This is an optimization exercise on Yosys and OpenROAD, whose aim is small area, a short achievable clock period and few clock cycles, not a production implementation. At most, simulation tests tie the RTL to the original design; equivalence was not proved. Power and IR drop assume default switching activity.

==> build 37: inputs <==
## processor
module processor(
       input Clk,
       input Rst,
       output [31:0] IMemAddr,
       input  [31:0] IMemData,
       output [15:0] DMemAddr,
       output [31:0] DMemWData,
       output DMemWE,
       input  [31:0] DMemRData
    );
    integer i;
    reg  [9:0]  pc;
    reg  [31:0] ir;
    reg         d_v;
    reg  [10:0] d_pc1;      
    reg         e_we, e_fl, e_st;
    reg         e_add, e_sub, e_or, e_and, e_xor, e_not, e_pb, e_ld;
    reg  [4:0]  e_rd;
    reg  [31:0] e_a, e_b;       
    reg  [15:0] e_addr;
    reg  [31:0] d_s1, d_s2;   
    reg         d_b1, d_b2;   
    reg         fz, fn, fc, fv;
    reg  [31:0] rf [0:31];
    reg  [31:0] rfv;        
    assign IMemAddr  = {20'b0, pc, 2'b00};
    assign DMemAddr  = e_addr;
    assign DMemWData = e_b;
    assign DMemWE    = e_st;
    wire [31:0] bx  = e_b;
    wire [32:0] sum = {1'b0, e_a} + {1'b0, bx} + {32'b0, e_sub};
    wire al_z = e_sub ? ((e_a ^ e_b) == 32'hFFFFFFFF) : ((e_a ^ e_b) == {e_a[30:0] | e_b[30:0], 1'b0});
    wire al_n = sum[31];
    wire al_c = sum[32] ^ e_sub;
    wire al_v = (e_a[31] == bx[31]) & (sum[31] != e_a[31]);
    wire [31:0] e_res = ({32{e_add}} & sum[31:0])
                      | ({32{e_or }} & (e_a | e_b))
                      | ({32{e_and}} & (e_a & e_b))
                      | ({32{e_xor}} & (e_a ^ e_b))
                      | ({32{e_not}} & ~e_a)
                      | ({32{e_pb }} & e_b)
                      | ({32{e_ld }} & DMemRData);
    wire [4:0] op   = ir[31:27];
    wire is_add = op == 5'd1;
    wire is_sub = op == 5'd2;
    wire is_or  = op == 5'd3;
    wire is_and = op == 5'd4;
    wire is_not = op == 5'd5;
    wire is_xor = op == 5'd6;
    wire is_cmp = op == 5'd7;
    wire is_b   = op == 5'd8;
    wire is_jmp = op == 5'd9;
    wire is_ld  = op == 5'd10;
    wire is_ldi = op == 5'd11;
    wire is_ldx = op == 5'd12;
    wire is_st  = op == 5'd13;
    wire is_stx = op == 5'd14;
    wire [4:0] rs1 = ir[21:17];
    wire [4:0] rb  = (is_st | is_stx) ? ir[26:22] : ir[15:11];
    wire [31:0] s1 = d_s1 & rfv;
    wire [31:0] s2 = d_s2 & rfv;
    reg  [31:0] r1, r2;
  ...
clock: 12.0 ns
lec_check: 0
cap_margin: 20
core_margin: 2
core_utilization: 30
slew_margin: 20
standard.sh (not shown) runs the stock make flow with config.mk's settings and CLKGATE_MAP_FILE= SYNTH_SCRIPT=/design/flow/synth_recipe.tcl, a recipe that flattens the netlist after the stock synthesis.
==> flow/flow/run.sh <==
#!/bin/bash
set -euo pipefail
bash standard.sh SETUP_SLACK_MARGIN=8 TNS_END_PERCENT=100 finish > standard_flow.log 2>&1
==> build 89: changes against build 37 <==
--- a/flow/design.v
+++ b/flow/design.v
@@ -13,24 +13,24 @@
     reg  [9:0]  pc;
     reg  [31:0] ir;
     reg         d_v;
     reg  [10:0] d_pc1;      
     reg         e_we, e_fl, e_st;
     reg         e_add, e_sub, e_or, e_and, e_xor, e_not, e_pb, e_ld;
     reg  [4:0]  e_rd;
-    reg  [31:0] e_a, e_b;       
+    reg  [31:0] e_a, e_b, e_sd;
     reg  [15:0] e_addr;
     reg  [31:0] d_s1, d_s2;   
     reg         d_b1, d_b2;   
     reg         fz, fn, fc, fv;
     reg  [31:0] rf [0:31];
     reg  [31:0] rfv;        
     assign IMemAddr  = {20'b0, pc, 2'b00};
     assign DMemAddr  = e_addr;
-    assign DMemWData = e_b;
+    assign DMemWData = e_sd;
     assign DMemWE    = e_st;
     wire [31:0] bx  = e_b;
     wire [32:0] sum = {1'b0, e_a} + {1'b0, bx} + {32'b0, e_sub};
     wire al_z = e_sub ? ((e_a ^ e_b) == 32'hFFFFFFFF) : ((e_a ^ e_b) == {e_a[30:0] | e_b[30:0], 1'b0});
     wire al_n = sum[31];
     wire al_c = sum[32] ^ e_sub;
     wire al_v = (e_a[31] == bx[31]) & (sum[31] != e_a[31]);
@@ -145,17 +145,17 @@
         e_not  <= is_not;
         e_pb   <= is_ldi | is_jmp;
         e_ld   <= is_ld | is_ldx;
         e_rd   <= ir[26:22];
         e_a    <= v1;
         e_b    <= is_ldi ? {{10{ir[21]}}, ir[21:0]} :
                   is_jmp ? {19'b0, d_pc1, 2'b00} :
-                  (is_st | is_stx) ? v2 :
                   (is_sub | is_cmp) ? ~(ir[16] ? {{16{ir[15]}}, ir[15:0]} : v2) :
                   ir[16] ? {{16{ir[15]}}, ir[15:0]} : v2;
+        e_sd   <= v2;
         e_addr <= ((is_ldx | is_stx) ? v1f[15:0] : 16'b0) + ir[15:0];
     end
     always @(posedge Clk) begin
         if (Rst) begin
             fz <= 1'b0; fn <= 1'b0; fc <= 1'b0; fv <= 1'b0;
         end else if (e_fl) begin
             fz <= al_z; fn <= al_n; fc <= al_c; fv <= al_v;
==> flow/run.sh (new file) <==
#!/bin/bash
# synth_recipe.tcl (not shown) runs the flow's synth.tcl, then flattens the netlist and writes it again
# the make line also repeats each setting of config.mk as NAME=value (left out here)
make -C /OpenROAD-flow-scripts/flow DESIGN_CONFIG=/design/flow/config.mk WORK_HOME=/design/flow/orfs CLKGATE_MAP_FILE= SYNTH_SCRIPT=/design/flow/synth_recipe.tcl finish
==> flow/config.mk (replaced) <==
export PLATFORM = sky130hd
export DESIGN_NAME = processor
export DESIGN_NICKNAME = processor
export VERILOG_FILES = /design/flow/design.v
export SDC_FILE = /design/flow/constraint.sdc
export NUM_CORES = 4
export LEC_CHECK = 0
export CAP_MARGIN = 20
export CORE_MARGIN = 2
export CORE_UTILIZATION = 40
export SLEW_MARGIN = 20
removed: flow/flow/run.sh
removed: flow/standard.sh
==> build 22: changes against build 37 <==
==> flow/design.v (replaced) <==
`timescale 1ns / 1ps
module pfx_add #(parameter W = 16) (
    input  [W-1:0] a,
    input  [W-1:0] b,
    input          cin,
    output [W-1:0] s,
    output         cout
);
    localparam L = (W + 1 > 32) ? 6 : (W + 1 > 16) ? 5 : (W + 1 > 8) ? 4 : (W + 1 > 4) ? 3 : 2;
    wire [W:0] g [0:L];
    wire [W:0] p [0:L];
    assign g[0] = {a & b, cin};
    assign p[0] = {a ^ b, 1'b0};
    genvar l, k;
    generate
        for (l = 0; l < L; l = l + 1) begin : lv
            for (k = 0; k <= W; k = k + 1) begin : bt
                if (((k >> l) & 1) == 1) begin : cmb
                    localparam integer J = ((k >> l) << l) - 1;
                    assign g[l+1][k] = g[l][k] | (p[l][k] & g[l][J]);
                    assign p[l+1][k] = p[l][k] & p[l][J];
                end else begin : pas
                    assign g[l+1][k] = g[l][k];
                    assign p[l+1][k] = p[l][k];
                end
            end
        end
    endgenerate
    assign s    = (a ^ b) ^ g[L][W-1:0];
    assign cout = g[L][W];
endmodule
`timescale 1ns / 1ps
module processor(
       input Clk,
       input Rst,
       output [31:0] IMemAddr,
       input  [31:0] IMemData,
       output [15:0] DMemAddr,
       output [31:0] DMemWData,
       output DMemWE,
       input  [31:0] DMemRData
    );
    integer i;
    reg  [9:0]  pc;
    reg  [31:0] ir;
    reg         d_v;
    reg  [10:0] d_pc1;      
    reg         d_pt;       
    reg         d_jf;       
    reg         d_jp;       
    reg  [11:0] d_jchk;     
    reg  [9:0]  ras;        
    reg         e_we, e_fl, e_st;
    reg         e_add, e_sub, e_or, e_and, e_xor, e_not, e_pb, e_ld;
    reg  [4:0]  e_rd;
    reg         e_br;       
    reg         e_pt;       
    reg  [3:0]  e_cc;
    reg  [9:0]  e_btgt;     
    reg  [31:0] e_a, e_b;       
    reg  [15:0] e_addr;
    reg  [31:0] d_s1, d_s2;   
    reg         d_b1, d_b2;   
    reg         fz, fn, fc, fv;
    reg  [31:0] rf [0:31];
    reg  [31:0] rfv;        
    assign IMemAddr  = {20'b0, pc, 2'b00};
    assign DMemAddr  = e_addr;
    assign DMemWData = e_b;
    assign DMemWE    = e_st;
    wire [31:0] bx  = e_b;
    wire [32:0] sum;
    pfx_add #(32) alu_add (.a(e_a), .b(bx), .cin(e_sub), .s(sum[31:0]), .cout(sum[32]));
    wire al_z = e_sub ? ((e_a ^ e_b) == 32'hFFFFFFFF) : ((e_a ^ e_b) == {e_a[30:0] | e_b[30:0], 1'b0});
    wire al_n = sum[31];
    wire al_c = sum[32] ^ e_sub;
    wire al_v = (e_a[31] == bx[31]) & (sum[31] != e_a[31]);
    wire [31:0] e_res = ({32{e_add}} & sum[31:0])
                      | ({32{e_or }} & (e_a | e_b))
                      | ({32{e_and}} & (e_a & e_b))
                      | ({32{e_xor}} & (e_a ^ e_b))
                      | ({32{e_not}} & ~e_a)
                      | ({32{e_pb }} & e_b)
                      | ({32{e_ld }} & DMemRData);
    wire [4:0] op   = ir[31:27];
    wire is_add = op == 5'd1;
    wire is_sub = op == 5'd2;
    wire is_or  = op == 5'd3;
    wire is_and = op == 5'd4;
    wire is_not = op == 5'd5;
    wire is_xor = op == 5'd6;
    wire is_cmp = op == 5'd7;
    wire is_b   = op == 5'd8;
    wire is_jmp = op == 5'd9;
    wire is_ld  = op == 5'd10;
    wire is_ldi = op == 5'd11;
    wire is_ldx = op == 5'd12;
    wire is_st  = op == 5'd13;
    wire is_stx = op == 5'd14;
    wire [4:0] rs1 = ir[21:17];
    wire [4:0] rb  = (is_st | is_stx) ? ir[26:22] : ir[15:11];
    wire [31:0] s1 = d_s1;
    wire [31:0] s2 = d_s2;
    reg  [31:0] r1, r2;
    always @* begin
        r1 = 32'b0;
        r2 = 32'b0;
        for (i = 0; i < 32; i = i + 1) begin
            r1 = r1 | ({32{s1[i]}} & rf[i]);
            r2 = r2 | ({32{s2[i]}} & rf[i]);
        end
    end
    wire byp1 = e_we & d_b1;
    wire byp2 = e_we & d_b2;
    wire [31:0] v1  = byp1 ? e_res : r1;
    wire [31:0] v2  = byp2 ? e_res : r2;
    wire [31:0] v1f = byp1 ? e_b : r1;
    wire stall = d_v & ~e_redir & ((is_jmp & ~d_jf) | is_ldx | is_stx) & byp1 & ~e_pb;
    wire z = e_fl ? al_z : fz;
    wire bfast = (ir[25:23] == 3'b000) | (ir[25:23] == 3'b011);
    wire taken = ((ir[25:23] == 3'b000) | z) ^ ir[26];
    reg  cbase;
    always @* begin
        case (e_cc[2:0])
            3'b000: cbase = 1'b1;
            3'b001: cbase = ~fc;
            3'b010: cbase = ~fv;
            3'b011: cbase = fz;
            3'b100: cbase = ~(fn ^ fv);
            3'b101: cbase = ~fz & ~(fn ^ fv);
            3'b110: cbase = ~fn;
            default: cbase = 1'b1;
        endcase
    end
    wire e_taken = (e_cc[2:0] != 3'b111) & (cbase ^ e_cc[3]);
    wire e_redir = e_br & (e_taken ^ e_pt);
    wire [9:0]  tgt_b = d_pc1[9:0] + ir[11:2];
    wire [11:0] jsum;
    pfx_add #(12) j_add (.a(v1f[11:0]), .b(ir[11:0]), .cin(1'b0), .s(jsum), .cout());
    wire [9:0]  tgt_j = jsum[11:2];
    wire redir_b = d_v & ~e_redir & is_b & bfast & (taken ^ d_pt);
    wire jp_ok   = d_jp & (v1f[11:0] == d_jchk);
    wire redir_j = d_v & ~e_redir & is_jmp & ~stall & ~d_jf & ~jp_ok;
    wire redirect = redir_b | redir_j;
    wire [10:0] pc_inc = {1'b0, pc} + 11'd1;
    wire       f_bt  = (IMemData[31:27] == 5'd8) & IMemData[22] &
                       (IMemData[25:23] != 3'b111) & (IMemData[26:23] != 4'b1000);
    wire [9:0] f_tgt;
    pfx_add #(10) bt_add (.a(pc), .b(IMemData[11:2]), .cin(1'b1), .s(f_tgt), .cout());
    wire        f_jmp  = IMemData[31:27] == 5'd9;
    wire        f_jf   = f_jmp & d_v & is_ldi & (IMemData[21:17] == ir[26:22]);
    wire        f_jp   = f_jmp & ~f_jf;
    wire [11:0] f_jtgt, f_jchk;
    pfx_add #(12) jf_add (.a(ir[11:0]), .b(IMemData[11:0]), .cin(1'b0), .s(f_jtgt), .cout());
    pfx_add #(12) jc_add (.a({ras, 2'b00}), .b(~IMemData[11:0]), .cin(1'b1), .s(f_jchk), .cout());
    wire [15:0] addr_sum;
    pfx_add #(16) a_add (.a((is_ldx | is_stx) ? v1f[15:0] : 16'b0), .b(ir[15:0]), .cin(1'b0), .s(addr_sum), .cout());
    wire [9:0]  pc_nxt = e_redir ? e_btgt :
                         redir_j ? tgt_j :
                         redir_b ? (d_pt ? d_pc1[9:0] : tgt_b) :
                         stall   ? pc    :
                         f_jf    ? f_jtgt[11:2] :
                         f_jp    ? ras   :
                         f_bt    ? f_tgt : pc_inc[9:0];
    wire dv = d_v & ~stall & ~e_redir;
    wire [31:0] nir   = stall ? ir : IMemData;
    wire        n_sst = (nir[31:27] == 5'd13) | (nir[31:27] == 5'd14);
    wire [4:0]  n_rs1 = nir[21:17];
    wire [4:0]  n_rb  = n_sst ? nir[26:22] : nir[15:11];
    wire [31:0] rfv_n = Rst ? 32'b0 : (rfv | ({31'b0, e_we} << e_rd));
    always @(posedge Clk) begin
        if (Rst) begin
            pc  <= 10'b0;
            d_v <= 1'b0;
            ras <= 10'b0;
        end else begin
            if (dv & is_jmp & ir[16])
                ras <= d_pc1[9:0];
            pc <= pc_nxt;
            if (e_redir)
                d_v <= 1'b0;
            else if (!stall)
                d_v <= ~redirect;
        end
        if (!stall) begin
            ir    <= IMemData;
            d_pc1 <= pc_inc;
            d_pt  <= f_bt;
            d_jf  <= f_jf;
            d_jp  <= f_jp;
            d_jchk <= f_jchk;
        end
        d_s1 <= (32'b1 << n_rs1) & rfv_n;
        d_s2 <= (32'b1 << n_rb)  & rfv_n;
        d_b1 <= ir[26:22] == n_rs1;
        d_b2 <= ir[26:22] == n_rb;
    end
    always @(posedge Clk) begin
        if (Rst) begin
            e_we <= 1'b0;
            e_fl <= 1'b0;
            e_st <= 1'b0;
            e_br <= 1'b0;
        end else begin
            e_br <= dv & is_b & ~bfast;
            e_we <= dv & (is_add | is_sub | is_or | is_and | is_not | is_xor |
                          is_ld | is_ldi | is_ldx | (is_jmp & ir[16]));
            e_fl <= dv & (is_add | is_sub | is_cmp);
            e_st <= dv & (is_st | is_stx);
        end
        e_add  <= is_add | is_sub | is_cmp;
        e_sub  <= is_sub | is_cmp;
        e_or   <= is_or;
        e_and  <= is_and;
        e_xor  <= is_xor;
        e_not  <= is_not;
        e_pb   <= is_ldi | is_jmp;
        e_ld   <= is_ld | is_ldx;
        e_rd   <= ir[26:22];
        e_cc   <= ir[26:23];
        e_pt   <= d_pt;
        e_btgt <= d_pt ? d_pc1[9:0] : tgt_b;
        e_a    <= v1;
        e_b    <= is_ldi ? {{10{ir[21]}}, ir[21:0]} :
                  is_jmp ? {19'b0, d_pc1, 2'b00} :
                  (is_st | is_stx) ? v2 :
                  (is_sub | is_cmp) ? ~(ir[16] ? {{16{ir[15]}}, ir[15:0]} : v2) :
                  ir[16] ? {{16{ir[15]}}, ir[15:0]} : v2;
        e_addr <= addr_sum;
    end
    always @(posedge Clk) begin
        if (Rst) begin
            fz <= 1'b0; fn <= 1'b0; fc <= 1'b0; fv <= 1'b0;
        end else if (e_fl) begin
            fz <= al_z; fn <= al_n; fc <= al_c; fv <= al_v;
        end
    end
    always @(posedge Clk) begin
        if (e_we)
            rf[e_rd] <= e_res;
        rfv <= rfv_n;
    end
endmodule
==> flow/flow/run.sh (replaced) <==
#!/bin/bash
set -euo pipefail
bash standard.sh SETUP_SLACK_MARGIN=7.8 finish > standard_flow.log 2>&1
--- a/flow/config.mk
+++ b/flow/config.mk
@@ -4,8 +4,11 @@
 export VERILOG_FILES = /design/flow/design.v
 export SDC_FILE = /design/flow/constraint.sdc
 export NUM_CORES = 4
 export LEC_CHECK = 0
 export CAP_MARGIN = 20
 export CORE_MARGIN = 2
 export CORE_UTILIZATION = 30
+export PLACE_DENSITY = 0.4
 export SLEW_MARGIN = 20
+export SYNTH_HIERARCHICAL = 1
+export SYNTH_MINIMUM_KEEP_SIZE = 0
==> summary of the runs <==
Via count: build 37 > build 22 > build 89.
Against build 89, the worst hold slack of build 37 is worse by 0.017 ns.
The lowest first-iteration DRC count belongs to build 22, the highest to build 37.
Sequential power, lowest first: build 37, build 89, build 22.
Wire length, highest first: build 22, build 37, build 89.
The lowest register-to-register slack belongs to build 89, the highest to build 22.
Against build 89, the cell area of build 22 is larger by 9.1%.
Core utilization: build 89 is higher than build 22 (9.6 points).
Clock power, lowest first: build 37, build 89, build 22.
Testbench counts of build 89, summed over its fixed seeds: cycles 123,439.
Testbench counts of build 22, summed over its fixed seeds: cycles 110,310.
For build 37, only the layout was checked, not whether the RTL still works.

-- static timing again, ports no longer ideal --
Ports are ideal in the flow. The routed layouts listed here were re-timed in OpenROAD.
Step 1 sets driving cells, clkbuf_16 on the clock port and buf_2 on the other inputs (assumed; they add their load-dependent delay and slew).
Step 2, shift: input delay + t, output delay - t, t = (earliest + latest rising clock arrival at the registers) / 2. This alone moves slack from input paths to output paths.
Three values: ideal ports, drivers, drivers and shift; two values: the first two.
run | t, ns | slack for setup (ns) | hold slack, ns | worst register clock-pin slew, ns | worst slew at a driven data input, ns
build 37 | 0.885 | 7.548 / 7.548 / 7.174 | 0.440 / 0.440 / 0.440 | 0.07 / 0.07 | 0.06
build 89 | 0.853 | 6.414 / 6.414 / 6.401 | 0.457 / 0.457 / 0.457 | 0.07 / 0.07 | 0.09
build 22 | 0.907 | 7.632 / 7.664 / 6.791 | 0.459 / 0.459 / 0.459 | 0.07 / 0.07 | 0.11
After both steps every run listed still meets setup and hold. The setup slack of build 22, which loses most, moves by +0.032 ns with the drivers and by -0.841 ns with both steps.
